From an optimization exercise on the open Yosys and OpenROAD flow, aimed at small area and a short achievable clock period; shortcuts taken in it are not production practice. RTL that was checked went through simulation tests only; none was proved equivalent to the original. Function not checked in runs 1 and 2: the RTL went through the layout flow alone. Power is estimated from default activity; no workload was simulated.

$ cat config.mk
export PLATFORM = sky130hd
export DESIGN_NAME = crossbar_top
export DESIGN_NICKNAME = crossbar_top
export VERILOG_FILES = /design/flow/design.v
export SDC_FILE = /design/flow/constraint.sdc
export NUM_CORES = 4
export LEC_CHECK = 0
export ABC_CLOCK_PERIOD_IN_PS = 2000
export CAP_MARGIN = 20
export CORE_MARGIN = 2
export CORE_UTILIZATION = 60
export CTS_CLUSTER_DIAMETER = 80
export CTS_CLUSTER_SIZE = 30
export SETUP_SLACK_MARGIN = 2.5
export SLEW_MARGIN = 20
$ cat constraint.sdc
create_clock -name core_clock -period 5.5 [get_ports {clk_i}]
set_input_delay 1.1000 -clock core_clock [delete_from_list [all_inputs] [get_ports {clk_i}]]
set_output_delay 1.1000 -clock core_clock [all_outputs]
set_load 0.01 [all_outputs]
$ cat design.v
module sdp_1clk_ram #(
  parameter int P_DATA_WIDTH = 9,
  parameter int P_DEPTH      = 63
) (
  input  logic                    clk_i,
  input  logic                    wr_i,
  input  logic [P_DATA_WIDTH-1:0] data_wr_i,
  input  logic [P_DEPTH-1:0]      sel_i,
  output logic [P_DATA_WIDTH-1:0] data_rd_o
);
  logic [P_DEPTH*P_DATA_WIDTH-1:0] sh_q;
  always_ff @(posedge clk_i)
    if (wr_i) sh_q <= {sh_q[(P_DEPTH-1)*P_DATA_WIDTH-1:0], data_wr_i};
  always_comb begin
    data_rd_o = '0;
    for (int i = 0; i < P_DEPTH; i++)
      data_rd_o = data_rd_o | ({P_DATA_WIDTH{sel_i[i]}} & sh_q[i*P_DATA_WIDTH +: P_DATA_WIDTH]);
  end
endmodule
module sync_fifo_core #(
  parameter int P_DATA_WIDTH = 9
) (
  input  logic clk_i,
  input  logic rst_i,
  input  logic wr_i,                         
  input  logic [P_DATA_WIDTH-1:0] data_i,
  input  logic rd_i,                         
  output logic [P_DATA_WIDTH-1:0] head_o,    
  output logic empty_o,                      
  output logic [P_DATA_WIDTH-1:0] head_n_o,  
  output logic empty_n_o                     
);
  localparam int D = 63;
  logic [6:0] cnt;
  logic [P_DATA_WIDTH-1:0] head, nh, rdata, nh_n, head_n;
  logic empty;
  logic full, has_data, wrm, rdm, empty_n, sh_en, nh_from_in;
  logic [D-1:0] sel;
  assign full       = cnt[6];
  assign has_data   = (cnt != 7'd0);
  assign wrm        = wr_i & ~full;
  assign rdm        = (rd_i | empty) & has_data;
  assign empty_n    = ~rdm & (rd_i | empty);
  assign head_n     = rdm ? nh : head;
  assign nh_from_in = rdm ? (cnt == 7'd1) : (cnt == 7'd0);
  assign sh_en      = wrm & ~nh_from_in;
  assign nh_n       = nh_from_in ? data_i : (rdm ? rdata : nh);
  always_comb
    for (int i = 0; i < D; i++) sel[i] = (cnt == 7'(i + 2));
  sdp_1clk_ram #(.P_DATA_WIDTH(P_DATA_WIDTH), .P_DEPTH(D)) u_ram (
    .clk_i    (clk_i),
    .wr_i     (sh_en),
    .data_wr_i(data_i),
    .sel_i    (sel),
    .data_rd_o(rdata)
  );
  always_ff @(posedge clk_i) begin
    if (rst_i) begin
      cnt   <= 7'd0;
      empty <= 1'b1;
    end else begin
      cnt   <= cnt + 7'(wrm) - 7'(rdm);
      empty <= empty_n;
    end
  end
  always_ff @(posedge clk_i) begin
    head <= head_n;
    nh   <= nh_n;
  end
  assign head_o    = head;
  assign empty_o   = empty;
  assign head_n_o  = head_n;
  assign empty_n_o = empty_n;
endmodule
module arbiter #(
  parameter int P_WIDTH = 3
) (
  input  logic               clk_i,
  input  logic               rst_i,
  input  logic [P_WIDTH-1:0] request_n_i,  
  output logic [P_WIDTH-1:0] grant_o,      
  output logic [P_WIDTH-1:0] grant_n_o     
);
  logic [P_WIDTH-1:0] grant_q, prio_q, prio_n, hold, rr;
  logic [P_WIDTH*2-1:0] carry;
  assign prio_n = (|grant_q) ? {grant_q[P_WIDTH-2:0], grant_q[P_WIDTH-1]} : prio_q;
  always_comb begin
    for (int i = 0; i < P_WIDTH*2; i++) begin
      if (i == 0) carry[i] = 1'b0;
      else        carry[i] = ~request_n_i[(i-1)%P_WIDTH] & (carry[i-1] | prio_n[(i-1)%P_WIDTH]);
    end
  end
  assign rr        = request_n_i & (carry[P_WIDTH*2-1:P_WIDTH] | carry[P_WIDTH-1:0] | prio_n);
  assign hold      = request_n_i & grant_q;
  assign grant_n_o = (|hold) ? hold : rr;
  always_ff @(posedge clk_i) begin
    if (rst_i) begin
      grant_q <= '0;
      prio_q  <= P_WIDTH'(1);
    end else begin
      grant_q <= grant_n_o;
      prio_q  <= prio_n;
    end
  end
  assign grant_o = grant_q;
endmodule
module crossbar #(
  parameter int P_QUEUE_ADDR_WIDTH = 6
) (
  input  logic clk_i,
  input  logic rst_i,
  input  logic [3:0][7:0] rx_data,
  input  logic [3:0]      rx_done,
  input  logic [3:0][2:0] rx_dest,
  output logic [3:0][7:0] tx_data,
  output logic [3:0]      tx_ctrl
);
  logic [11:0]     empty, empty_n, vdone, req_n, grant, grant_n, wr;
  logic [11:0][8:0] head, head_n;
  logic [3:0][3:0] cd, cd_n;
  logic [3:0][7:0] txd_n, txd_q;
  logic [3:0]      txc_q;
  genvar tx, k;
  generate
    for (tx = 0; tx < 4; tx++) begin: g_tx
      for (k = 0; k < 3; k++) begin: g_q
        localparam int RX = (k >= tx) ? (k + 1) : k;
        localparam int Q  = 3*tx + k;
        assign wr[Q] = (rx_dest[RX] == 3'(tx)) || (rx_dest[RX] == 3'd4);
        sync_fifo_core #(.P_DATA_WIDTH(9)) u_q (
          .clk_i    (clk_i),
          .rst_i    (rst_i),
          .wr_i     (wr[Q]),
          .data_i   ({rx_done[RX], rx_data[RX]}),
          .rd_i     (grant[Q]),
          .head_o   (head[Q]),
          .empty_o  (empty[Q]),
          .head_n_o (head_n[Q]),
          .empty_n_o(empty_n[Q])
        );
        assign vdone[Q] = ~empty[Q] & head[Q][8];
      end
      assign cd_n[tx] = (cd[tx] != 4'd0) ? (cd[tx] - 4'd1) :
                        ((|vdone[3*tx +: 3]) ? 4'd12 : 4'd0);
      assign req_n[3*tx +: 3] = {3{cd_n[tx] == 4'd0}} & ~empty_n[3*tx +: 3] & ~vdone[3*tx +: 3];
      arbiter #(.P_WIDTH(3)) u_arb (
        .clk_i      (clk_i),
        .rst_i      (rst_i),
        .request_n_i(req_n[3*tx +: 3]),
        .grant_o    (grant[3*tx +: 3]),
        .grant_n_o  (grant_n[3*tx +: 3])
      );
      assign txd_n[tx] = ({8{grant_n[3*tx+0]}} & head_n[3*tx+0][7:0]) |
                         ({8{grant_n[3*tx+1]}} & head_n[3*tx+1][7:0]) |
                         ({8{grant_n[3*tx+2]}} & head_n[3*tx+2][7:0]);
      always_ff @(posedge clk_i) begin
        if (rst_i) begin
          cd[tx]    <= 4'd0;
          txd_q[tx] <= 8'd0;
          txc_q[tx] <= 1'b0;
        end else begin
          cd[tx]    <= cd_n[tx];
          txd_q[tx] <= txd_n[tx];
          txc_q[tx] <= |grant_n[3*tx +: 3];
        end
      end
    end
  endgenerate
  assign tx_data = txd_q;
  assign tx_ctrl = txc_q;
endmodule
module crossbar_top (
  input  logic        clk_i,
  input  logic        rst_i,
  input  logic [31:0] rx_data,   
  input  logic [3:0]  rx_done,   
  input  logic [11:0] rx_dest,   
  output logic [31:0] tx_data,   
  output logic [3:0]  tx_ctrl    
);
  crossbar #(.P_QUEUE_ADDR_WIDTH(6)) u_crossbar (
    .clk_i  (clk_i),
    .rst_i  (rst_i),
    .rx_data(rx_data),
    .rx_done(rx_done),
    .rx_dest(rx_dest),
    .tx_data(tx_data),
    .tx_ctrl(tx_ctrl)
  );
endmodule
$ cat run.sh
#!/bin/bash
# synth_recipe.tcl (not shown) runs the flow's synth.tcl, then flattens the netlist and writes it again
# the make line also repeats each setting of config.mk as NAME=value (left out here)
make -C /OpenROAD-flow-scripts/flow DESIGN_CONFIG=/design/flow/config.mk WORK_HOME=/design/flow/orfs CLKGATE_MAP_FILE= SYNTH_SCRIPT=/design/flow/synth_recipe.tcl finish
==> results of run 1 <==
==> through the flow <==
stage	area [um2]	worst slack [ns]	hold slack, ns
floorplan	261000	-4.99	0.400
global placement	276000	0.826	0.404
detailed placement	277000	1.05	0.405
CTS	289000	2.26	0.429
global route	293000	2.33	0.441
finish	293000	2.37	0.425
==> layer usage <==
metal  GRT usage (%)  wire (um)  vias up
li1                -          -    62690
met1            52.6     308000    82580
met2            56.8     385000    15289
met3            11.4     127000     3401
met4            21.6      63400       56
met5           0.358        568        -
==> worst register-to-register path, stage by stage, from the launching register on <==
cell	delay [ns]
dfxtp_4	0.38
inv_4	0.07
ha_4	0.13
or3b_4	0.41
buf_4	0.15
nor2_2	0.56
buf_4	0.36
a22oi_1	0.12
nand4_1	0.15
nor3_1	0.06
nand2_1	0.06
o22a_1	0.41
==> timing repair <==
item | 4_1_cts | 5_1_grt
hold buffers | 0 | 0
setup endpoints to repair | 3227 | 1315
pin swaps | 88 | 178
setup buffers | 177 | 209
cloned | 3 | 3
resized for setup | 691 | 347
==> cells by family after synthesis <==
| family | count (synthesis) |
|---|---|
| DFF | 7192 |
| AOI/OAI and AO/OA | 3724 |
| and+or+nand+nor | 2615 |
| buffers and inverters | 456 |
| adders and majority gates | 168 |
| muxes | 104 |
| xor gates and xnor gates | 54 |
==> sequential cells by signal (all words and copies together) (netlist names), 12 cells and up <==
signal	flops
u_crossbar.txd_q	32
u_crossbar.cd	16
u_crossbar.g_tx.u_arb.grant_q	12
u_crossbar.g_tx.g_q.u_q.nh	108
u_crossbar.g_tx.g_q.u_q.head	108
u_crossbar.g_tx.g_q.u_q.cnt	84
u_crossbar.g_tx.g_q.u_q.empty	12
u_crossbar.g_tx.g_q.u_q.u_ram.sh_q	6804
u_crossbar.g_tx.u_arb.prio_q	12
==> placed cells by master (no fill, tap or decap), types with 25 or more instances in the layout <==
cell type / count
edfxtp_1: 6924
a22oi_1: 1904
buf_4: 1040
a22o_1: 700
a221oi_1: 670
nand4_1: 472
nor2_2: 361
nand2_1: 321
clkbuf_16: 310
nor2_4: 283
nor2_1: 276
nand3_1: 225
dfxtp_1: 192
inv_1: 151
nand3b_1: 129
ha_1: 114
a21oi_1: 110
buf_12: 100
nor4_1: 94
nor3_1: 93
clkbuf_1: 81
diode_2: 57
mux2i_1: 51
dfxtp_2: 48
mux2_2: 45
o21ai_0: 41
a21oi_2: 38
inv_2: 37
nor4_2: 36
a222oi_1: 35
clkdlybuf4s50_1: 33
a31oi_1: 32
xnor2_1: 30
nand2b_1: 28
dfxtp_4: 28
dlygate4sd2_1: 27
and2_1: 25
==> cell type report <==
cell class	instances	area, um2	share of cell area [%]
Antenna cell	57	143	0.0487
Clock buffer	394	8060	2.75
Clock inverter	50	568	0.194
Inverter	197	762	0.260
Multi-Input combinational cell	6667	51500	17.6
Sequential cell	7192	213000	72.9
Tap cell	5734	7170	2.45
Timing Repair Buffer	1245	11000	3.76
==> worst max path at each step <==
stage / start / to / slack [ns] / cells after the start
floorplan: rx_dest[6] / u_crossbar.g_tx[3].g_q[2].u_q.u_ram.sh_q[0] / -4.99 / 3
finish: u_crossbar.g_tx[0].g_q[0].u_q.cnt[2] / u_crossbar.g_tx[0].g_q[0].u_q.nh[7] / 2.37 / 11
global route: u_crossbar.g_tx[1].g_q[0].u_q.cnt[2] / u_crossbar.g_tx[1].g_q[0].u_q.cnt[6] / 2.33 / 17
CTS: u_crossbar.g_tx[1].g_q[0].u_q.cnt[2] / u_crossbar.g_tx[1].g_q[0].u_q.cnt[6] / 2.26 / 17
global placement: rx_dest[6] / u_crossbar.g_tx[3].g_q[2].u_q.cnt[6] / 0.83 / 15
detailed placement: rx_dest[6] / u_crossbar.g_tx[3].g_q[2].u_q.cnt[6] / 1.05 / 15
==> power breakdown <==
part / switching (mW) / internal (mW)
logic: 19.3 / 9.05
clock network: 16.6 / 10.8
registers: 5.22 / 71.1
==> results.txt, run 1 <==
Synth async-reset ratio=0%; gr ovfl total=0; Core Area=434000 um2; total power=roughly 130 mW; Cells after DPL=20642; most frequent cell after synthesis=edfxtp_1; CP Class=reg2reg; Antenna Nets Post-Route=0; Avg WL per Cell=approximately 40 um; Reg2Reg Launch Point=u_crossbar.g_tx[0].g_q[0].u_q.cnt[2]; syn avg cell area=18.3 um2; MaxCap Viol Count=0; Hold EP=u_crossbar.g_tx[0].g_q[1].u_q.head[8]; CTS Buf Count=between 200 and 300; vias in the first global route=151603; largest net degree at the start of global routing=a little under 200; GRT Resource Usage Total=38.8%; H-tree levels=5; Final Hold Viols=0; pwr/cell area=roughly 450 nW/um2; status=finished clean; Vias/cell=7.62; Max Clock Freq=0.319 GHz; critical path data arrival time=3.91 ns; Compound-Gate Fraction of Synth Area=roughly 11%; RSZ-0062 raised after global routing=yes; R2R Setup Slk=about 2.4 ns; Tmin final=3.13 ns; worst vdd ir=roughly 0.36 mV; Boundary Pins=86; initial antenna violation count=between 60 and 70; worst rel slew slack=15.0%; Seq/Total Area, Yosys=81.6%; wirelength, routed=between 800 and 900 mm; Slowest-stage cell, CP=nor2_2; worst-margin pin slew=between 1 and 1.5 ns; Clock Skews=about 0.054 ns; Synth top area share=between 70% and 80%; Layout Utilization=around 67%; R2R depth=11; Synth Flop Type=edfxtp_1; DR vias=approximately 160k; Crit. End Element=flip-flop; Net Count, Synth=between 10000 and 15000; Die H=about 660 um; Synth warnings=4; setup TNS=0 ns; total die area=about 440000 um2; Final Cycle Share=between 50% and 60%; Worst-Skew Late Latency=1.03 ns; first-pass GRT wire length=about 1200 mm; Synth Cell Area=around 260000 um2; clk slew on worst S/H paths=about 0.12 ns; largest family of logic cells by synthesized area=compound AO/OA/AOI/OAI gates; Layout fillers=between 20000 and 30000; Post-DP HPWL=about 570 mm; post-synth top area cell=edfxtp_1; most frequent cells after synthesis=edfxtp_1, a22oi_1, nor2_1, a22o_1, a221oi_1; Worst Path Buf+Inv=3; number of port buffers=85; worst hold stages=0; Leakage=around 89 nW; final net count=15808; cell family with most CP delay=simple AND/OR/NAND/NOR gates; Hold Crit Class=reg2reg; Area Overhead vs Synth=12.0%; TritonRoute pass-1 iters=9; Cell variety after synth=76; Rows=about 240; Synth Area in Adders=less than 1%; Critical Path Start Type=flip-flop; Synth area leaders=edfxtp_1, a22oi_1, a22o_1, a221oi_1, dfxtp_1; xor/xnor share of the synthesized area=less than 1%; worst path required time=approximately 6.3 ns; fin. max-slew vios=0; Finished Layout Cells=21536; R2R Path End=u_crossbar.g_tx[0].g_q[0].u_q.nh[7]; crit path cell chain=inv_4 -> ha_4 -> or3b_4 -> buf_4 -> nor2_2 -> buf_4 -> a22oi_1 -> nand4_1 -> nor3_1 -> nand2_1 -> o22a_1; post-synthesis mux area share=0.420%; layout cells sized above 1=17.4%; Initial DRC Count=32452; routability-driven placement congestion ratio=just under 1; EDFF count, synth=a little under 7000; maximum net fanout on the critical path=6; Syn Inst Count=14313; Synth Area in Simple Gates=5.02%; Die X=664 um; setup violators final=0; clock tree buffer depth=4; clk root buf=clkbuf_16; Initial Util=60.2%; DRC viols=0; Worst path max stage delay=between 0.5 and 0.6 ns; most numerous cell on the critical path=buf_4; CTS Sinks=approximately 7000; flops & latches, synth=7192; CTS tree=built; Worst Hold Launch=u_crossbar.g_tx[0].g_q[1].u_q.nh[8]
==> inputs of run 2 (changes only) <==
--- a/design.v
+++ b/design.v
@@ -32,9 +32,14 @@
 );
   localparam int D = 63;
-  logic [6:0] cnt;
+  logic [6:0] cnt, cnt_inc, cnt_dec;
   logic [P_DATA_WIDTH-1:0] head, nh, rdata, nh_n, head_n;
   logic empty;
   logic full, has_data, wrm, rdm, empty_n, sh_en, nh_from_in;
   logic [D-1:0] sel;
+  always_comb
+    for (int i = 0; i < 7; i++) begin
+      cnt_inc[i] = cnt[i] ^ ((cnt & 7'((1 << i) - 1)) == 7'((1 << i) - 1));
+      cnt_dec[i] = cnt[i] ^ ((cnt & 7'((1 << i) - 1)) == 7'd0);
+    end
   assign full       = cnt[6];
   assign has_data   = (cnt != 7'd0);
@@ -60,5 +65,6 @@
       empty <= 1'b1;
     end else begin
-      cnt   <= cnt + 7'(wrm) - 7'(rdm);
+      if (wrm & ~rdm)      cnt <= cnt_inc;
+      else if (rdm & ~wrm) cnt <= cnt_dec;
       empty <= empty_n;
     end
==> run 2 against run 1 <==
Compared with the run above: power grew 10%; sequential power grew 7.6%; clock skew up 0.012 ns; clock-buffer cell count is 29 higher; critical endpoint is now u_crossbar.g_tx[2].g_q[0].u_q.u_ram.sh_q[358]; die area grew 2.1%; worst setup slack improved by 0.066 ns; sequential cell count is the same; register-to-register slack better by 0.08 ns.
==> results.txt, run 2 <==
Avg WL per Cell=roughly 37 um; Regs by FF count=u_crossbar.g_tx.g_q.u_q.u_ram.sh_q (6804), u_crossbar.g_tx.g_q.u_q.head (108), u_crossbar.g_tx.g_q.u_q.nh (108); Finished Layout Cells=about 22000; clk slew on worst S/H paths=~0.11 ns; CTS Buf Count=a little under 300; Synth async-reset ratio=0%; switch share=about 33%; GRT Resource Usage Total=34.7%; maximum net fanout on the critical path=103; Area Overhead vs Synth=9.19%; flops & latches, synth=between 7000 and 8000; CTS Sinks=just over 7000; Top reg by flops=u_crossbar.g_tx.g_q.u_q.u_ram.sh_q; syn avg cell area=roughly 17 um2; DRC viols=0; critical path data arrival time=approximately 3.7 ns; worst-margin pin slew=1.18 ns; Boundary Pins=86; gr ovfl total=0; total die area=about 450000 um2; largest net degree at the start of global routing=139; DR vias=164411; H-tree levels=5; setup TNS=0 ns; Final Hold Viols=0; Syn Inst Count=15276; xor/xnor share of the synthesized area=less than 1%; commonest non-fill, non-tap cells in the layout=edfxtp_1, a22oi_1, buf_4, a32oi_1, a22o_1; Post-DP HPWL=about 500 mm; total power=around 150 mW; Synth warnings=4; Seq/Total Area, Yosys=79.9%; Synth top area share=77.9%; Worst-Skew Late Latency=1.02 ns; clock share of power=18.8%; CP Class=in2reg; first-pass GRT wire length=1140 mm; Clock Skews=around 0.066 ns; crit path cell chain=clkdlybuf4s50_1 -> xnor2_1 -> nor3_1 -> and2_4 -> buf_12; largest family of logic cells by synthesized area=compound AO/OA/AOI/OAI gates; Cell variety after synth=90; Worst path max stage delay=roughly 0.75 ns; clock tree buffer depth=4; Synth area leaders=edfxtp_1, a22oi_1, dfxtp_1, a32oi_1, a22o_1; Core Area=roughly 440000 um2; initial antenna violation count=47; TritonRoute pass-1 iters=9; Initial DRC Count=around 31000; Reg power frac=about 56%; vias in the first global route=156057; Compound-Gate Fraction of Synth Area=between 10% and 20%; worst rel slew slack=a little over a fifth; Crit. End Element=flip-flop; cell family with most CP delay=simple AND/OR/NAND/NOR gates; most common cell after layout, fill and taps aside=edfxtp_1; pwr/cell area=500 nW/um2; RSZ-0062 raised after global routing=yes; clk root buf=clkbuf_16; P_sw=48.8 mW; Synth Area in Simple Gates=under 10%; worst path required time=6.15 ns; hold-fix buffers at CTS=0; Worst Path Buf+Inv=2; Hold Crit Class=reg2reg; post-synth top area cell=edfxtp_1; Vias/cell=7.60; EDFF count, synth=between 6000 and 7000; most frequent cells after synthesis=edfxtp_1, a22oi_1, clkbuf_1, nor2_1, a32oi_1; number of port buffers=between 80 and 90; design area=~290000 um2; number of flip-flops under the largest register name=6804; status=finished clean; Rows=between 200 and 250; Synth Flop Type=edfxtp_1; routability-driven placement congestion ratio=between 0.9 and 1; post-synthesis mux area share=less than 1%; Net Count, Synth=15338; Max Clock Freq=0.326 GHz; Hold Slack=0.434 ns; worst vdd ir=between 0.3 and 0.4 mV; layout cells sized above 1=12.1%; Antenna Nets Post-Route=0; Synth Cell Area=267000 um2; Critical Path Start Type=input port; CTS tree=built; MaxCap Viol Count=0; Initial Util=approximately three fifths; most frequent cell after synthesis=edfxtp_1; Cells after DPL=20920; proportion of power drawn by combinational gates=24.9%; Tmin final=a little over 3 ns; final net count=roughly 16000; Slowest-stage cell, CP=nor3_1; Final Cycle Share=55.7%; Post-DP Area=around 280000 um2; Synth Area in Adders=less than 1%; Cell Int Power=~97 mW; Leakage=roughly 85 nW; fin. max-slew vios=0; setup violators final=0; Die H=671 um; wirelength, routed=~810 mm; Die X=approximately 670 um
## run 2: cell types whose count changed in the layout (fill, tap and decap cells not counted), moves of 193 or more
cell | previous run | this run
a222oi_1 | 35 | 228
nor2_2 | 361 | 55
a21oi_1 | 110 | 382
a31oi_1 | 32 | 281
a221oi_1 | 670 | 321
a32oi_1 | 1 | 449
a22oi_1 | 1904 | 1635
nor2_4 | 283 | 5
a22o_1 | 700 | 425
buf_4 | 1040 | 720
nand4_1 | 472 | 201
## run 2: area by class of cell
class | instances | area [um2]
diodes | 41 | 103
clock buffers | 423 | 8120
clock inverters | 51 | 636
fillers | 30015 | 151000
inverters | 90 | 342
multi-input cells | 6971 | 52300
flip-flops and latches | 7192 | 214000
well taps | 5904 | 7390
repair buffers | 965 | 9070
## run 2: logic make-up after synthesis
kind of cell / Yosys count
adders and majority gates: 12
buffers and inverters: 1136
AOI/OAI and AO/OA: 4512
xor gates and xnor gates: 74
muxes: 113
and+or+nand+nor: 2237
DFF: 7192
## run 2: path summary, 6_finish.rpt
check,start,end,slack (ns),cells past startpoint
worst max-delay path,rx_dest[1],u_crossbar.g_tx[2].g_q[0].u_q.u_ram.sh_q[358],2.43,5
worst max register to register,u_crossbar.g_tx[3].g_q[2].u_q.cnt[6],u_crossbar.g_tx[3].g_q[2].u_q.nh[8],2.45,8
worst min register to register,u_crossbar.g_tx[3].g_q[1].u_q.nh[8],u_crossbar.g_tx[3].g_q[1].u_q.head[8],0.43,0
worst min-delay path,u_crossbar.g_tx[3].g_q[1].u_q.nh[8],u_crossbar.g_tx[3].g_q[1].u_q.head[8],0.43,0
## run 2: metal layers
metal	share of wire [%]	GRT usage, %	wire length, um	vias to the layer above
li1	-	-	-	64802
met1	39	51.6	312000	84344
met2	44	50.8	356000	13256
met3	13	7.60	106000	1985
met4	4.5	13.6	36400	24
met5	0.022	0	177	-
## run 2: what timing repair did
action                     4_1_cts  5_1_grt
hold endpoints to repair         0        0
gates cloned                    23        3
buffers inserted               102       74
gates resized for setup        430      170
setup endpoints to repair     6681     1927
pin swaps                       53       25
## run 2: through the flow
stage,utilization (%),setup WS [ns]
finish,65.9,2.43
global route,65.9,2.37
CTS,65.6,2.49
detailed placement,63.1,1.09
global placement,63.1,1.17
floorplan,-,-9.68
## run 2: power by group through the flow
stage	clock, mW	combinational, mW	sequential, mW
3_3_place_gp	0	32.8	82.5
2_1_floorplan	0	19.5	82.2
4_1_cts	27.8	34.6	81.8
3_5_place_dp	0	33.4	82.7
5_1_grt	29.5	37.8	82.7
6_report	27.4	36.2	82.1
## run 2: worst reg2reg max path, stage by stage (launching register included)
cell and delay [ns]:
dfxtp_4 0.42, or3_4 0.47, buf_12 0.22, nor2_1 0.86, a22oi_1 0.21, nand2_1 0.10
or4_1 0.15, nor4_1 0.06, a31oi_1 0.34
==> inputs of run 3 (changes only) <==
--- a/design.v
+++ b/design.v
@@ -32,25 +32,22 @@
 );
   localparam int D = 63;
-  logic [6:0] cnt, cnt_inc, cnt_dec;
+  logic [7:0] lo;
+  logic [8:0] hi;
   logic [P_DATA_WIDTH-1:0] head, nh, rdata, nh_n, head_n;
   logic empty;
-  logic full, has_data, wrm, rdm, empty_n, sh_en, nh_from_in;
+  logic full, has_data, wrm, rdm, up, dn, empty_n, sh_en, nh_from_in;
   logic [D-1:0] sel;
-  always_comb
-    for (int i = 0; i < 7; i++) begin
-      cnt_inc[i] = cnt[i] ^ ((cnt & 7'((1 << i) - 1)) == 7'((1 << i) - 1));
-      cnt_dec[i] = cnt[i] ^ ((cnt & 7'((1 << i) - 1)) == 7'd0);
-    end
-  assign full       = cnt[6];
-  assign has_data   = (cnt != 7'd0);
+  assign full       = hi[8];
   assign wrm        = wr_i & ~full;
   assign rdm        = (rd_i | empty) & has_data;
+  assign up         = wrm & ~rdm;
+  assign dn         = rdm & ~wrm;
   assign empty_n    = ~rdm & (rd_i | empty);
   assign head_n     = rdm ? nh : head;
-  assign nh_from_in = rdm ? (cnt == 7'd1) : (cnt == 7'd0);
+  assign nh_from_in = hi[0] & (rdm ? lo[1] : lo[0]);
   assign sh_en      = wrm & ~nh_from_in;
   assign nh_n       = nh_from_in ? data_i : (rdm ? rdata : nh);
   always_comb
-    for (int i = 0; i < D; i++) sel[i] = (cnt == 7'(i + 2));
+    for (int i = 0; i < D; i++) sel[i] = lo[(i + 2) % 8] & hi[(i + 2) / 8];
   sdp_1clk_ram #(.P_DATA_WIDTH(P_DATA_WIDTH), .P_DEPTH(D)) u_ram (
     .clk_i    (clk_i),
@@ -62,9 +59,17 @@
   always_ff @(posedge clk_i) begin
     if (rst_i) begin
-      cnt   <= 7'd0;
+      lo       <= 8'd1;
+      hi       <= 9'd1;
+      has_data <= 1'b0;
       empty <= 1'b1;
     end else begin
-      if (wrm & ~rdm)      cnt <= cnt_inc;
-      else if (rdm & ~wrm) cnt <= cnt_dec;
+      if (up) begin
+        lo <= {lo[6:0], lo[7]};
+        if (lo[7]) hi <= {hi[7:0], 1'b0};
+      end else if (dn) begin
+        lo <= {lo[0], lo[7:1]};
+        if (lo[0]) hi <= {1'b0, hi[8:1]};
+      end
+      has_data <= up | (has_data & ~(dn & hi[0] & lo[1]));
       empty <= empty_n;
     end
--- a/config.mk
+++ b/config.mk
@@ -6,10 +6,9 @@
 export NUM_CORES = 4
 export LEC_CHECK = 0
-export ABC_CLOCK_PERIOD_IN_PS = 2000
 export CAP_MARGIN = 20
 export CORE_MARGIN = 2
-export CORE_UTILIZATION = 60
+export CORE_UTILIZATION = 55
 export CTS_CLUSTER_DIAMETER = 80
 export CTS_CLUSTER_SIZE = 30
-export SETUP_SLACK_MARGIN = 2.5
+export SETUP_SLACK_MARGIN = 2.8
 export SLEW_MARGIN = 20
==> run 3 against run 2 <==
Compared with the run above: still clean on timing, DRC and antenna; hold slack worse by 0.0036 ns; global-route usage is 4.5 points lower; design area is 1.1% higher; wire length is 2.9% lower; clock power is 11% higher; register-to-register slack better by 0.27 ns; critical path depth is 4 lower; fmax is 9.0% higher; power is 22% lower; critical endpoint is now tx_ctrl[0].
==> results.txt, run 3 <==
number of flip-flops under the largest register name=between 6000 and 7000; TritonRoute pass-1 iters=9; most frequent cell after synthesis=edfxtp_1; flops & latches, synth=7324; Die H=about 700 um; initial antenna violation count=37; Leakage=90.1 nW; clk root buf=clkbuf_16; Reg power frac=61.1%; clk slew on worst S/H paths=0.11 ns; number of port buffers=between 80 and 90; Synth async-reset ratio=0%; pre-CTS WS=about 1.1 ns; largest net degree at the start of global routing=about 170; syn avg cell area=approximately 17 um2; CTS Sinks=7324; MaxCap Viol Count=0; setup TNS=0 ns; CTS tree=built; DR vias=roughly 160k; Worst Path Buf+Inv=1; Cell Int Power=about 83 mW; Initial DRC Count=roughly 28000; Net Count, Synth=16306; fin. max-slew vios=0; routability-driven placement congestion ratio=roughly 0.86; Die X=between 700 and 800 um; Avg WL per Cell=~35 um; Seq/Total Area, Yosys=approximately four fifths; Compound-Gate Fraction of Synth Area=~12%; design area=between 200000 and 300000 um2; Syn Inst Count=16232; Final Cycle Share=between 50% and 60%; CTS Buf Count=around 320; setup violators final=0; Initial Util=a little under three fifths; Vias/cell=7.18; hold-fix buffers at CTS=0; largest family of logic cells by synthesized area=compound AO/OA/AOI/OAI gates; status=finished clean; gr ovfl total=0; EDFF count, synth=~7000; pwr/cell area=388 nW/um2; clock tree buffer depth=4; vias in the first global route=154760; Crit. End Element=output port; RSZ-0062 raised after global routing=yes; Synth top area share=76.3%; Synth Area in Adders=less than 1%; GRT Resource Usage Total=a little under a third; Worst-Skew Late Latency=approximately 1 ns; worst vdd ir=around 0.37 mV; Post-DP Area=~280000 um2; worst rel slew slack=roughly 14%; total power=114 mW; most frequent cells after synthesis=edfxtp_1, a22oi_1, nand3_1, clkbuf_1; Critical Path Start Type=flip-flop; Synth Area in Simple Gates=roughly 5.3%; first-pass GRT wire length=around 1100 mm; crit path setup slack, layout=2.69 ns; Area Overhead vs Synth=8.05%; wirelength, routed=~790 mm; Synth warnings=4; Rows=roughly 260; switch share=27.6%; Post-DP HPWL=approximately 470 mm; cell family with most CP delay=flip-flops; xor/xnor share of the synthesized area=less than 1%; layout cells sized above 1=around a tenth; Synth Flop Type=edfxtp_1; Boundary Pins=86; commonest non-fill, non-tap cells in the layout=edfxtp_1, a22oi_1, nand3_1, a32oi_1, a22o_1; Slowest-stage cell, CP=dfxtp_4; Core Area=approximately 500000 um2; final net count=roughly 16000; R2R depth=6; Synth Cell Area=between 200000 and 300000 um2; Tmin final=roughly 2.8 ns; Clock Skews=between 0.05 and 0.06 ns; Synth area leaders=edfxtp_1, a22oi_1, dfxtp_1, nand3_1, a22o_1; H-tree levels=5; DRC viols=0; worst-margin pin slew=roughly 1.3 ns; Antenna Nets Post-Route=0; Worst path max stage delay=0.52 ns; Top reg by flops=u_crossbar.g_tx.g_q.u_q.u_ram.sh_q; crit path cell chain=buf_6; most common cell after layout, fill and taps aside=edfxtp_1; Hold Crit Class=reg2reg; post-synthesis mux area share=0.886%; total die area=~500000 um2; Cell variety after synth=86; critical path data arrival time=roughly 1.7 ns; proportion of power drawn by combinational gates=roughly 12%; worst hold stages=0; post-synth top area cell=edfxtp_1; CP Depth=1; clock share of power=roughly a quarter; P_sw=between 30 and 40 mW; worst path required time=around 4.4 ns; Final Hold Viols=0; Max Clock Freq=~0.36 GHz; CP Class=reg2out; maximum net fanout on the critical path=1
==> run 3: changes by cell type in the layout (fill, tap and decap cells not counted), moves of 107 or more <==
cell      before   now
nand3_1      289  1000
a22oi_1     1635  1118
buf_4        720   387
a221oi_1     321   145
a211oi_1      25   173
a222oi_1     228   371
and3_1        30   163
a22o_1       425   547
dfxtp_2       23   139
mux2i_1       60   167
==> run 3: final cells by class <==
type	instances	area (um2)
antenna	16	40.0
clock buffer	417	8750
clock inverter	129	1760
fill	36651	199000
inverter	219	930
multi-input combinational	7463	51800
sequential	7324	216000
tap	6500	8130
timing repair buffer	635	6730
==> run 3: cell families (layout without fill, tap and decap cells) <==
| group | count (synthesis) | in the layout |
|---|---|---|
| AO/OA/AOI/OAI | 4314 | 4314 |
| XOR/XNOR | 6 | 6 |
| other | 0 | 16 |
| flip-flops | 7324 | 7324 |
| multiplexers | 233 | 233 |
| buffers and inverters | 1448 | 1400 |
| adder cells (fa/ha/maj) | 24 | 24 |
| AND/OR/NAND/NOR | 2883 | 2886 |
==> run 3: path summary, 6_finish.rpt <==
path / endpoint / start / slack, ns
worst max-delay path: tx_ctrl[0] / u_crossbar.txc_q[0] / 2.69
worst min-delay path: u_crossbar.g_tx[1].g_q[2].u_q.head[8] / u_crossbar.g_tx[1].g_q[2].u_q.nh[8] / 0.43
worst max register to register: u_crossbar.g_tx[0].g_q[0].u_q.nh[0] / u_crossbar.g_tx[0].g_q[0].u_q.lo[5] / 2.72
worst min register to register: u_crossbar.g_tx[1].g_q[2].u_q.head[8] / u_crossbar.g_tx[1].g_q[2].u_q.nh[8] / 0.43
==> run 3: through the flow <==
step / utilization [%] / instances / hold WS, ns
CTS: 59.5 / 22657 / 0.421
floorplan: - / 16232 / 0.400
detailed placement: 57.1 / 22073 / 0.405
global placement: 57.1 / 22073 / 0.402
finish: 59.7 / 22703 / 0.430
global route: 59.7 / 22689 / 0.428
==> run 3: power by group through the flow <==
stage	Sequential, mW	Combinational [mW]	Clock (mW)
4_1_cts	69.8	13.7	30.9
6_report	69.9	14.1	30.4
5_1_grt	70.2	14.8	32.6
3_3_place_gp	70.9	13.4	0
3_5_place_dp	70.9	13.4	0
2_1_floorplan	69.8	8.41	0
==> run 3: repair_timing <==
action	in CTS	in global routing
resized for setup	539	158
gates cloned	8	6
setup endpoints to repair	4652	1876
pin swaps	7	5
buffers inserted	30	24
==> run 3: per-layer routing <==
metal | vias up | track usage, % | share of wire (%)
met3 | 1322 | 5.94 | 11
met2 | 10614 | 45.9 | 45
met1 | 84265 | 44.6 | 41
met5 | - | 0 | 0.018
met4 | 22 | 9.16 | 3.4
li1 | 66735 | - | -
==> inputs of run 4 (changes only) <==
--- a/design.v
+++ b/design.v
@@ -46,5 +46,5 @@
   assign head_n     = rdm ? nh : head;
   assign nh_from_in = hi[0] & (rdm ? lo[1] : lo[0]);
-  assign sh_en      = wrm & ~nh_from_in;
+  assign sh_en      = wrm;
   assign nh_n       = nh_from_in ? data_i : (rdm ? rdata : nh);
   always_comb
--- a/config.mk
+++ b/config.mk
@@ -10,5 +10,5 @@
 export CORE_UTILIZATION = 55
 export CTS_CLUSTER_DIAMETER = 80
-export CTS_CLUSTER_SIZE = 30
-export SETUP_SLACK_MARGIN = 2.8
+export CTS_CLUSTER_SIZE = 27
+export SETUP_SLACK_MARGIN = 2.65
 export SLEW_MARGIN = 20
==> run 4 against run 3 <==
Compared with the run above: still clean; die area is 0.31% lower; global-route usage fell by 1.7 points; power is 1.0% lower; critical path type is now in2reg; largest power group unchanged.
==> results.txt, run 4 <==
fin. max-slew vios=0; R2R depth=6; TritonRoute pass-1 iters=9; maximum net fanout on the critical path=between 150 and 200; Top reg by flops=u_crossbar.g_tx.g_q.u_q.u_ram.sh_q; clk root buf=clkbuf_16; Initial DRC Count=~26000; Worst path max stage delay=roughly 0.57 ns; DRC viols=0; Die H=just over 700 um; Worst-Skew Late Latency=1.05 ns; worst-margin pin slew=around 1.1 ns; pwr/cell area=roughly 390 nW/um2; Synth area leaders=edfxtp_1, a22oi_1, dfxtp_1, nand3_1, a22o_1; final net count=16157; Critical Path Start Type=input port; first-pass GRT wire length=between 1000 and 1500 mm; Tmin final=2.82 ns; Rows=258; worst path required time=6.14 ns; Hold Crit Class=reg2reg; Synth Flop Type=edfxtp_1; Final Hold Viols=0; number of port buffers=85; crit path cell chain=clkdlybuf4s50_1 -> nand3b_1 -> a21o_1 -> clkinvlp_4 -> buf_4 -> buf_16; Avg WL per Cell=around 32 um; flops & latches, synth=approximately 7300; most frequent cells after synthesis=edfxtp_1, a22oi_1, nand3_1, clkbuf_1, nor2_1; Layout fillers=between 30000 and 40000; worst vdd ir=0.278 mV; vias in the first global route=between 150k and 200k; setup TNS=0 ns; Max Clock Freq=0.354 GHz; Worst Hold Launch=u_crossbar.g_tx[2].g_q[1].u_q.u_ram.sh_q[436]; Layout Utilization=approximately three fifths; total die area=between 400000 and 500000 um2; critical path data arrival time=around 3.5 ns; proportion of power drawn by combinational gates=between 10% and 20%; Synth Cell Area=roughly 270000 um2; Die X=approximately 710 um; Crit. End Element=flip-flop; initial antenna violation count=31; worst rel slew slack=approximately 24%; syn avg cell area=16.6 um2; R2R Setup Slk=between 2 and 3 ns; largest net degree at the start of global routing=around 210; area of the multi-input gates=between 50000 and 60000 um2; wirelength, routed=741 mm; CTS Sinks=7324; Area Overhead vs Synth=7.81%; Net Count, Synth=around 16000; Cell variety after synth=77; R2R Path End=u_crossbar.g_tx[2].g_q[2].u_q.nh[7]; Boundary Pins=86; Clock Skews=between 0.04 and 0.05 ns; most frequent cell after synthesis=edfxtp_1; Final Cycle Share=approximately 51%; Leakage=a little over 90 nW; Synth warnings=4; total power=around 110 mW; clock share of power=about a quarter; CTS Buf Count=roughly 340; setup violators final=0; H-tree levels=5; routability-driven placement congestion ratio=~0.83; Post-DP HPWL=430 mm; Reg2Reg Launch Point=u_crossbar.g_tx[2].g_q[2].u_q.hi[7]; Initial Util=a little under three fifths; Cell Int Power=roughly 82 mW; Synth top area share=76.5%; Core Area=roughly 500000 um2; EDFF count, synth=~7000; cell family with most CP delay=buffers and inverters; gr ovfl total=0; Vias/cell=~7.0; Seq/Total Area, Yosys=between 70 and 80%; Synth async-reset ratio=0%; Worst Path Buf+Inv=4; switch share=a little over a quarter; clk slew on worst S/H paths=approximately 0.11 ns; Syn Inst Count=16366; Antenna Nets Post-Route=0; MaxCap Viol Count=0; DR vias=around 160k; RSZ-0062 raised after global routing=yes; status=finished clean; number of flip-flops under the largest register name=roughly 7000; CTS tree=built; CP Class=in2reg; commonest non-fill, non-tap cells in the layout=edfxtp_1, a22oi_1, nand3_1, nor2_1, a21oi_1; register area=216000 um2; clock tree buffer depth=4; Slowest-stage cell, CP=buf_16; post-synth top area cell=edfxtp_1; Reg power frac=60.7%; P_sw=about 31 mW; worst hold stages=0; Hold EP=u_crossbar.g_tx[2].g_q[1].u_q.u_ram.sh_q[445]; most common cell after layout, fill and taps aside=edfxtp_1; layout cells sized above 1=9.42%; GRT Resource Usage Total=28.5%
## run 4: cell types whose count changed after synthesis, moves of 99 or more
cell / before / now
a21oi_1: 360 / 494
a22o_1: 547 / 446
a22oi_1: 1118 / 1768
a31oi_1: 182 / 83
a32oi_1: 547 / 52
and3_1: 163 / 59
clkbuf_1: 800 / 899
nand3_1: 1000 / 1262
o22ai_1: 231 / 370
## run 4: logic make-up after synthesis
family,Yosys count,share of synthesized area [%]
buf+inv,1471,2.05
flops,7324,79.5
simple gates,2856,5.21
mux,218,0.826
fa+ha+maj,24,0.111
xor+xnor,6,0.0193
compound gates,4467,12.3
## run 4: worst max-delay path by stage
stage	depth (start not counted)	from	slack, ns	endpoint
after floorplan	10	rx_dest[9]	-5.93	u_crossbar.g_tx[1].g_q[2].u_q.hi[0]
after global placement	10	rx_dest[5]	0.95	u_crossbar.g_tx[3].g_q[1].u_q.hi[0]
after detailed placement	10	rx_dest[5]	0.98	u_crossbar.g_tx[3].g_q[1].u_q.hi[0]
after CTS	7	rx_dest[0]	2.42	u_crossbar.g_tx[3].g_q[0].u_q.u_ram.sh_q[262]
after global routing	9	rx_dest[6]	2.61	u_crossbar.g_tx[0].g_q[1].u_q.hi[6]
final	6	rx_dest[5]	2.68	u_crossbar.g_tx[3].g_q[1].u_q.u_ram.sh_q[426]
## run 4: layer usage
metal / wire length [um] / track usage (%) / vias up
met5: 32 / 0 / -
met2: 333000 / 43.0 / 9471
li1: - / - / 66666
met3: 73500 / 3.98 / 1070
met4: 20900 / 7.48 / 6
met1: 314000 / 44.1 / 83346
## run 4: cell type report
type	count	area share, %
sequential	7324	73.8
timing repair buffer	586	1.88
clock buffer	482	3.16
antenna	8	0.00683
inverter	261	0.379
clock inverter	102	0.396
timing repair inverter	3	0.00513
multi-input combinational	7571	17.6
tap	6500	2.78
## run 4: metrics by stage
| stage | cells | hold slack, ns | worst slack (ns) | cell area (um2) |
|---|---|---|---|---|
| detailed placement | 22180 | 0.405 | 0.976 | 281000 |
| global route | 22831 | 0.430 | 2.61 | 293000 |
| finish | 22837 | 0.415 | 2.68 | 293000 |
| CTS | 22799 | 0.424 | 2.42 | 292000 |
| global placement | 22180 | 0.402 | 0.948 | 281000 |
| floorplan | 16366 | 0.400 | -5.93 | 273000 |
## run 4: timing repair
action / CTS / global route
hold buffers: 0 / 0
setup buffers: 28 / 22
setup endpoints to repair: 1328 / 1202
pin swaps: 7 / 7
cloned: 7 / 5
resized for setup: 240 / 78
## run 4: worst register-to-register path, delay by kind of cell, from the launching register on
kind            cells  cell delay (ns)
flops               1             1.10
buf+inv             1             0.74
compound gates      3             0.62
simple gates        2             0.18
## run 4: power by group through the flow
stage	sequential, mW	combinational (mW)	clock, mW
after floorplan	68.6	9.07	0
after global placement	69.8	13.8	0
after detailed placement	69.8	13.9	0
after CTS	68.7	14.0	30.7
after global routing	69.1	15.1	32.5
final	68.8	14.3	30.2
==> inputs of run 5 (changes only) <==
--- a/config.mk
+++ b/config.mk
@@ -11,4 +11,4 @@
 export CTS_CLUSTER_DIAMETER = 80
 export CTS_CLUSTER_SIZE = 27
-export SETUP_SLACK_MARGIN = 2.65
+export SETUP_SLACK_MARGIN = 2.95
 export SLEW_MARGIN = 20
==> run 5 against run 4 <==
Compared with the run above: final cell count is 0.53% higher; critical endpoint is now tx_data[21]; utilization is 0.65 points higher; register-to-register slack better by 0.27 ns; largest power group unchanged; largest cell class unchanged; still clean on timing, DRC and antenna.
==> results.txt, run 5 <==
Synth Flop Type=edfxtp_1; Initial Util=between 50 and 60%; MaxCap Viol Count=0; pwr/cell area=around 390 nW/um2; Post-DP HPWL=about 430 mm; syn avg cell area=between 15 and 20 um2; Vias/cell=roughly 7.0; final net count=about 16000; largest family of logic cells by synthesized area=compound AO/OA/AOI/OAI gates; total power=roughly 110 mW; Critical Path Start Type=flip-flop; CP Class=reg2out; Initial DRC Count=26654; clock tree buffer depth=4; initial antenna violation count=28; TritonRoute pass-1 iters=10; Net Count, Synth=16440; worst hold stages=0; routability-driven placement congestion ratio=between 0.8 and 0.9; Final Cycle Share=approximately half; R2R Path End=u_crossbar.g_tx[3].g_q[0].u_q.nh[0]; GRT Resource Usage Total=approximately 29%; Synth Area in Adders=less than 1%; clk root buf=clkbuf_16; Worst-Skew Late Latency=1.02 ns; setup violators final=0; Die H=707 um; layout cells sized above 1=approximately 11%; Tmin final=between 2 and 3 ns; Reg power frac=approximately 60%; Slowest-stage cell, CP=dfxtp_4; most common cell after layout, fill and taps aside=edfxtp_1; Syn Inst Count=between 15000 and 20000; hold-fix buffers at CTS=0; total die area=between 400000 and 500000 um2; first-pass GRT wire length=1070 mm; CTS Buf Count=~340; xor/xnor share of the synthesized area=less than 1%; Synth area leaders=edfxtp_1, a22oi_1, dfxtp_1, nand3_1, a22o_1; Cell Int Power=around 83 mW; DRC viols=0; Synth async-reset ratio=0%; Synth Cell Area=between 200000 and 300000 um2; crit path cell chain=buf_6; R2R Setup Slk=approximately 3.0 ns; post-synthesis mux area share=less than 1%; worst path required time=4.40 ns; worst-margin pin slew=~1.0 ns; worst rel slew slack=a little under a third; critical path data arrival time=between 1.5 and 2 ns; setup TNS=0 ns; DR vias=roughly 160k; Core Area=493000 um2; most frequent cell after synthesis=edfxtp_1; number of port buffers=85; RSZ-0062 raised after global routing=yes; P_sw=around 31 mW; EDFF count, synth=approximately 7000; Hold Crit Class=reg2reg; Compound-Gate Fraction of Synth Area=between 10% and 20%; most frequent cells after synthesis=edfxtp_1, a22oi_1, nand3_1, clkbuf_1, nor2_1; largest net degree at the start of global routing=213; Crit. End Element=output port; number of flip-flops under the largest register name=between 6000 and 7000; clk slew on worst S/H paths=roughly 0.11 ns; clock share of power=about a quarter; Cell variety after synth=77; switch share=between 20% and 30%; Seq/Total Area, Yosys=approximately four fifths; worst vdd ir=0.285 mV; flops & latches, synth=around 7300; Clock Skews=0.0464 ns; R2R depth=6; Hold EP=u_crossbar.g_tx[1].g_q[0].u_q.head[8]; Boundary Pins=86; Synth Area in Simple Gates=5.21%; CTS Sinks=7324; gr ovfl total=0; Leakage=92.5 nW; Area Overhead vs Synth=8.99%; Avg WL per Cell=~33 um; Final Hold Viols=0; Rows=~260; Worst Path Buf+Inv=1; maximum net fanout on the critical path=1; cell family with most CP delay=flip-flops; Die X=~710 um; Worst Hold Launch=u_crossbar.g_tx[1].g_q[0].u_q.nh[8]; post-synth top area cell=edfxtp_1; vias in the first global route=approximately 150k; CTS tree=built; Synth top area share=about 77%; Max Clock Freq=between 0.3 and 0.4 GHz; H-tree levels=5; proportion of power drawn by combinational gates=between 10% and 20%; Synth warnings=4; wirelength, routed=~750 mm; Top reg by flops=u_crossbar.g_tx.g_q.u_q.u_ram.sh_q; fin. max-slew vios=0; Layout Utilization=approximately three fifths; Reg2Reg Launch Point=u_crossbar.g_tx[3].g_q[0].u_q.lo[5]; status=finished clean; Worst path max stage delay=approximately 0.45 ns; Antenna Nets Post-Route=0; commonest non-fill, non-tap cells in the layout=edfxtp_1, a22oi_1, nand3_1, nor2_1, a21oi_1
==> run 5: how the worst max path moves through the flow <==
stage                               from                                   to  slack [ns]  depth (start not counted)
global route        u_crossbar.txd_q[23]                          tx_data[23]        2.74                          1
detailed placement            rx_dest[5]  u_crossbar.g_tx[3].g_q[1].u_q.hi[0]        0.98                         10
global placement              rx_dest[5]  u_crossbar.g_tx[3].g_q[1].u_q.hi[0]        0.95                         10
CTS                 u_crossbar.txd_q[23]                          tx_data[23]        2.68                          1
floorplan                     rx_dest[9]  u_crossbar.g_tx[1].g_q[2].u_q.hi[0]       -5.93                         10
finish              u_crossbar.txd_q[21]                          tx_data[21]        2.79                          1
==> run 5: cell families after synthesis <==
kind of cell,Yosys count
DFF,7324
AOI/OAI and AO/OA,4467
and+or+nand+nor,2856
buffers and inverters,1471
muxes,218
adders and majority gates,24
xor gates and xnor gates,6
==> run 5: timing repair <==
action | 4_1_cts | 5_1_grt
setup endpoints to repair | 3224 | 3167
gates resized for setup | 601 | 233
pin swaps | 25 | 40
buffers inserted | 104 | 56
cloned | 17 | 10
==> run 5: routing by layer <==
| metal | global-route usage, % | up-vias | wire [um] |
|---|---|---|---|
| met5 | 0 | - | 23 |
| met4 | 7.40 | 4 | 20400 |
| met3 | 4.05 | 1080 | 75400 |
| met2 | 43.3 | 9783 | 338000 |
| met1 | 44.4 | 83866 | 316000 |
| li1 | - | 66938 | - |
==> run 5: layout make-up <==
class | count | area, um2
repair buffers | 706 | 7750
clock inverters | 102 | 1160
diodes | 5 | 12.5
well taps | 6500 | 8130
flip-flops and latches | 7324 | 216000
inverters | 261 | 1220
fillers | 36526 | 197000
repair inverters | 3 | 15.0
clock buffers | 482 | 9250
multi-input cells | 7574 | 52100
==> run 5: power groups by stage <==
stage          Sequential, mW  Clock (mW)  Combinational (mW)
6_report                 68.7        30.2                15.1
5_1_grt                  69.0        32.5                16.0
4_1_cts                  68.7        30.7                14.5
3_5_place_dp             69.8           0                13.9
3_3_place_gp             69.8           0                13.8
2_1_floorplan            68.6           0                9.07
==> run 5: stage by stage <==
| step | cells | hold WS [ns] | cell area (um2) | setup slack (ns) |
|---|---|---|---|---|
| finish | 22957 | 0.425 | 296000 | 2.79 |
| global route | 22953 | 0.430 | 296000 | 2.74 |
| CTS | 22885 | 0.424 | 294000 | 2.68 |
| detailed placement | 22180 | 0.405 | 281000 | 0.976 |
| global placement | 22180 | 0.402 | 281000 | 0.948 |
| floorplan | 16366 | 0.400 | 273000 | -5.93 |
==> inputs of run 6 (changes only) <==
--- a/config.mk
+++ b/config.mk
@@ -8,7 +8,7 @@
 export CAP_MARGIN = 20
 export CORE_MARGIN = 2
-export CORE_UTILIZATION = 55
-export CTS_CLUSTER_DIAMETER = 80
-export CTS_CLUSTER_SIZE = 27
-export SETUP_SLACK_MARGIN = 2.95
+export CORE_UTILIZATION = 50
+export CTS_CLUSTER_DIAMETER = 70
+export CTS_CLUSTER_SIZE = 24
+export SETUP_SLACK_MARGIN = 2.9
 export SLEW_MARGIN = 20
==> run 6 against run 5 <==
Compared with the run above: power grew 6.4%; final cell count up 4.0%; sequential power is essentially flat; first-iteration DRC count fell by 2.8%; die area up 9.9%; largest power group unchanged.
==> results.txt, run 6 <==
Rows=between 200 and 300; Worst path max stage delay=between 0.4 and 0.5 ns; most frequent cells after synthesis=edfxtp_1, a22oi_1, nand3_1, clkbuf_1, nor2_1; flops & latches, synth=between 7000 and 8000; Top reg by flops=u_crossbar.g_tx.g_q.u_q.u_ram.sh_q; crit path setup slack, layout=about 2.8 ns; Leakage=94.7 nW; RSZ-0062 raised after global routing=yes; CTS tree=built; Synth Flop Type=edfxtp_1; initial antenna violation count=31; P_sw=34.0 mW; clk root buf=clkbuf_16; Initial Util=50.2%; worst vdd ir=0.284 mV; fin. max-slew vios=0; Layout fillers=about 42000; maximum net fanout on the critical path=1; setup violators final=0; Vias/cell=~6.8; Cells after DPL=around 23000; worst rel slew slack=a little over a fifth; EDFF count, synth=a little under 7000; Worst-Skew Late Latency=~1.1 ns; vias in the first global route=154890; Critical Path Start Type=flip-flop; Syn Inst Count=16366; Net Count, Synth=between 15000 and 20000; Tmin final=around 2.7 ns; most frequent cell after synthesis=edfxtp_1; most common cell after layout, fill and taps aside=edfxtp_1; Max Clock Freq=0.365 GHz; MaxCap Viol Count=0; status=finished clean; clk slew on worst S/H paths=~0.090 ns; CP Class=reg2out; DRC viols=0; post-synth top area cell=edfxtp_1; Clock Skews=just over 0.06 ns; Worst Path Buf+Inv=1; switch share=between 20% and 30%; Post-DP HPWL=around 430 mm; pwr/cell area=roughly 400 nW/um2; Synth Cell Area=272000 um2; Hold Crit Class=in2reg; total power=between 100 and 150 mW; wirelength, routed=753 mm; syn avg cell area=between 15 and 20 um2; worst-margin pin slew=between 1 and 1.5 ns; Area Overhead vs Synth=10.9%; Core Area=about 540000 um2; commonest non-fill, non-tap cells in the layout=edfxtp_1, a22oi_1, nand3_1, nor2_1, clkbuf_16; Synth warnings=4; DR vias=162452; clock share of power=between 30% and 40%; Avg WL per Cell=31.5 um; critical path data arrival time=1.64 ns; final net count=between 15000 and 20000; layout cells sized above 1=around an eighth; first-pass GRT wire length=1080 mm; Reg power frac=56.6%; CTS Buf Count=around 450; number of port buffers=between 80 and 90; proportion of power drawn by combinational gates=~12%; Die X=~740 um; Final Hold Viols=0; worst path required time=between 4 and 5 ns; Die H=about 740 um; CTS Sinks=7324; crit path cell chain=buf_8; Synth async-reset ratio=0%; H-tree levels=5; clock tree buffer depth=4; Synth area leaders=edfxtp_1, a22oi_1, dfxtp_1, nand3_1, a22o_1; Synth top area share=roughly three quarters; Initial DRC Count=between 20000 and 30000; GRT Resource Usage Total=26.2%; Seq/Total Area, Yosys=79.5%; TritonRoute pass-1 iters=10; Crit. End Element=output port; setup TNS=0 ns; cell family with most CP delay=flip-flops; Finished Layout Cells=~24000; Boundary Pins=86; Antenna Nets Post-Route=0; number of flip-flops under the largest register name=about 6800; Cell Int Power=about 87 mW; Cell variety after synth=between 70 and 80; Final Cycle Share=between 40% and 50%; total die area=549000 um2; gr ovfl total=0; Slowest-stage cell, CP=dfxtp_4; largest net degree at the start of global routing=between 200 and 250; routability-driven placement congestion ratio=around 0.83; pre-CTS WS=0.895 ns
-- run 6: cell counts after synthesis --
Identical to the previous run, type by type.
-- run 6: cell families (layout without fill, tap and decap cells) --
kind of cell / after synthesis / count (layout) / synth area share (%)
AO/OA/AOI/OAI: 4467 / 4467 / 12.3
XOR/XNOR: 6 / 6 / 0.0193
adder cells (fa/ha/maj): 24 / 24 / 0.111
buffers and inverters: 1471 / 1750 / 2.05
flip-flops: 7324 / 7324 / 79.5
multiplexers: 218 / 218 / 0.826
other: 0 / 23 / 0
AND/OR/NAND/NOR: 2856 / 2857 / 5.21
-- run 6: cell type report --
class	instances	area (um2)	share of cell area (%)
Antenna cell	23	57.6	0.0191
Tap cell	7208	9020	2.99
Timing Repair Buffer	658	7250	2.40
Multi-Input combinational cell	7572	51900	17.2
Sequential cell	7324	216000	71.8
Inverter	261	1230	0.408
Timing Repair inverter	1	5.00	0.00166
Clock inverter	345	3880	1.29
Clock buffer	485	11700	3.88
-- run 6: what timing repair did --
| item | CTS | global route |
|---|---|---|
| resized for setup | 560 | 213 |
| pin swaps | 20 | 28 |
| gates cloned | 12 | 10 |
| setup endpoints to repair | 4195 | 2411 |
| hold buffers | 0 | 0 |
| setup buffers | 82 | 49 |
-- run 6: worst paths after layout --
check                                                                    from  depth (start not counted)                                             to  slack [ns]
worst max-delay path                                      u_crossbar.txc_q[0]                          1                                     tx_ctrl[0]        2.76
worst min-delay path                                                    rst_i                          2         u_crossbar.g_tx[3].g_q[2].u_q.has_data        0.39
worst max register to register            u_crossbar.g_tx[1].g_q[0].u_q.hi[5]                          7            u_crossbar.g_tx[1].g_q[0].u_q.nh[7]        2.83
worst min register to register  u_crossbar.g_tx[0].g_q[1].u_q.u_ram.sh_q[503]                          0  u_crossbar.g_tx[0].g_q[1].u_q.u_ram.sh_q[512]        0.41
-- run 6: stage by stage --
| step | utilization (%) | instance area, um2 | hold WS (ns) |
|---|---|---|---|
| floorplan | - | 273000 | 0.400 |
| global placement | 52.1 | 282000 | 0.401 |
| detailed placement | 52.1 | 282000 | 0.405 |
| CTS | 55.4 | 300000 | 0.289 |
| global route | 55.7 | 301000 | 0.333 |
| finish | 55.7 | 301000 | 0.394 |
-- run 6: per-layer routing --
| metal | routed length (um) | track usage, % |
|---|---|---|
| met2 | 341000 | 39.9 |
| met1 | 317000 | 39.6 |
| met3 | 72800 | 3.81 |
| met4 | 21800 | 7.12 |
| met5 | 37 | 0 |
-- run 6: power groups by stage --
stage / sequential, mW / combinational [mW] / clock, mW
finish: 68.7 / 15.1 / 37.7
global route: 69.0 / 15.9 / 40.3
CTS: 68.6 / 14.5 / 38.4
detailed placement: 69.8 / 14.0 / 0
global placement: 69.7 / 13.9 / 0
floorplan: 68.6 / 9.07 / 0

re-timing with driven ports:
The flow's constraints put no driver on any port. The routed layouts listed below were extracted and timed again, unchanged, in two steps.
Step 1, drivers: a clkbuf_16 drives clk_i and a buf_2 each remaining input, both assumed.
Step 2 times the ports against the registers' clock, not the clock port: input delays grow and output delays shrink by t, the midpoint of the rising clock arrivals with the driver on.
Three values: ideal ports, drivers, drivers and shift; two values: the first two.
| run | t (ns) | setup slack, ns | hold slack, ns | worst slew at a driven data input, ns |
|---|---|---|---|---|
| run 1 | 1.133 | 2.368 / 2.368 / 1.485 | 0.425 / 0.425 / 0.425 | 0.26 |
| run 2 | 1.119 | 2.434 / 2.442 / 1.413 | 0.434 / 0.434 / 0.434 | 0.28 |
| run 3 | 1.128 | 2.687 / 2.565 / 1.619 | 0.430 / 0.430 / 0.430 | 0.33 |
| run 4 | 1.132 | 2.677 / 2.595 / 1.600 | 0.415 / 0.415 / 0.415 | 0.08 |
| run 5 | 1.127 | 2.790 / 2.675 / 1.830 | 0.425 / 0.425 / 0.425 | 0.09 |
| run 6 | 1.164 | 2.757 / 2.638 / 1.806 | 0.394 / 0.314 / 0.415 | 0.07 |
After both steps setup and hold are still met in every run listed. For run 4, which loses most, drivers alone change the setup slack by -0.082 ns; drivers and shift together by -1.077 ns.
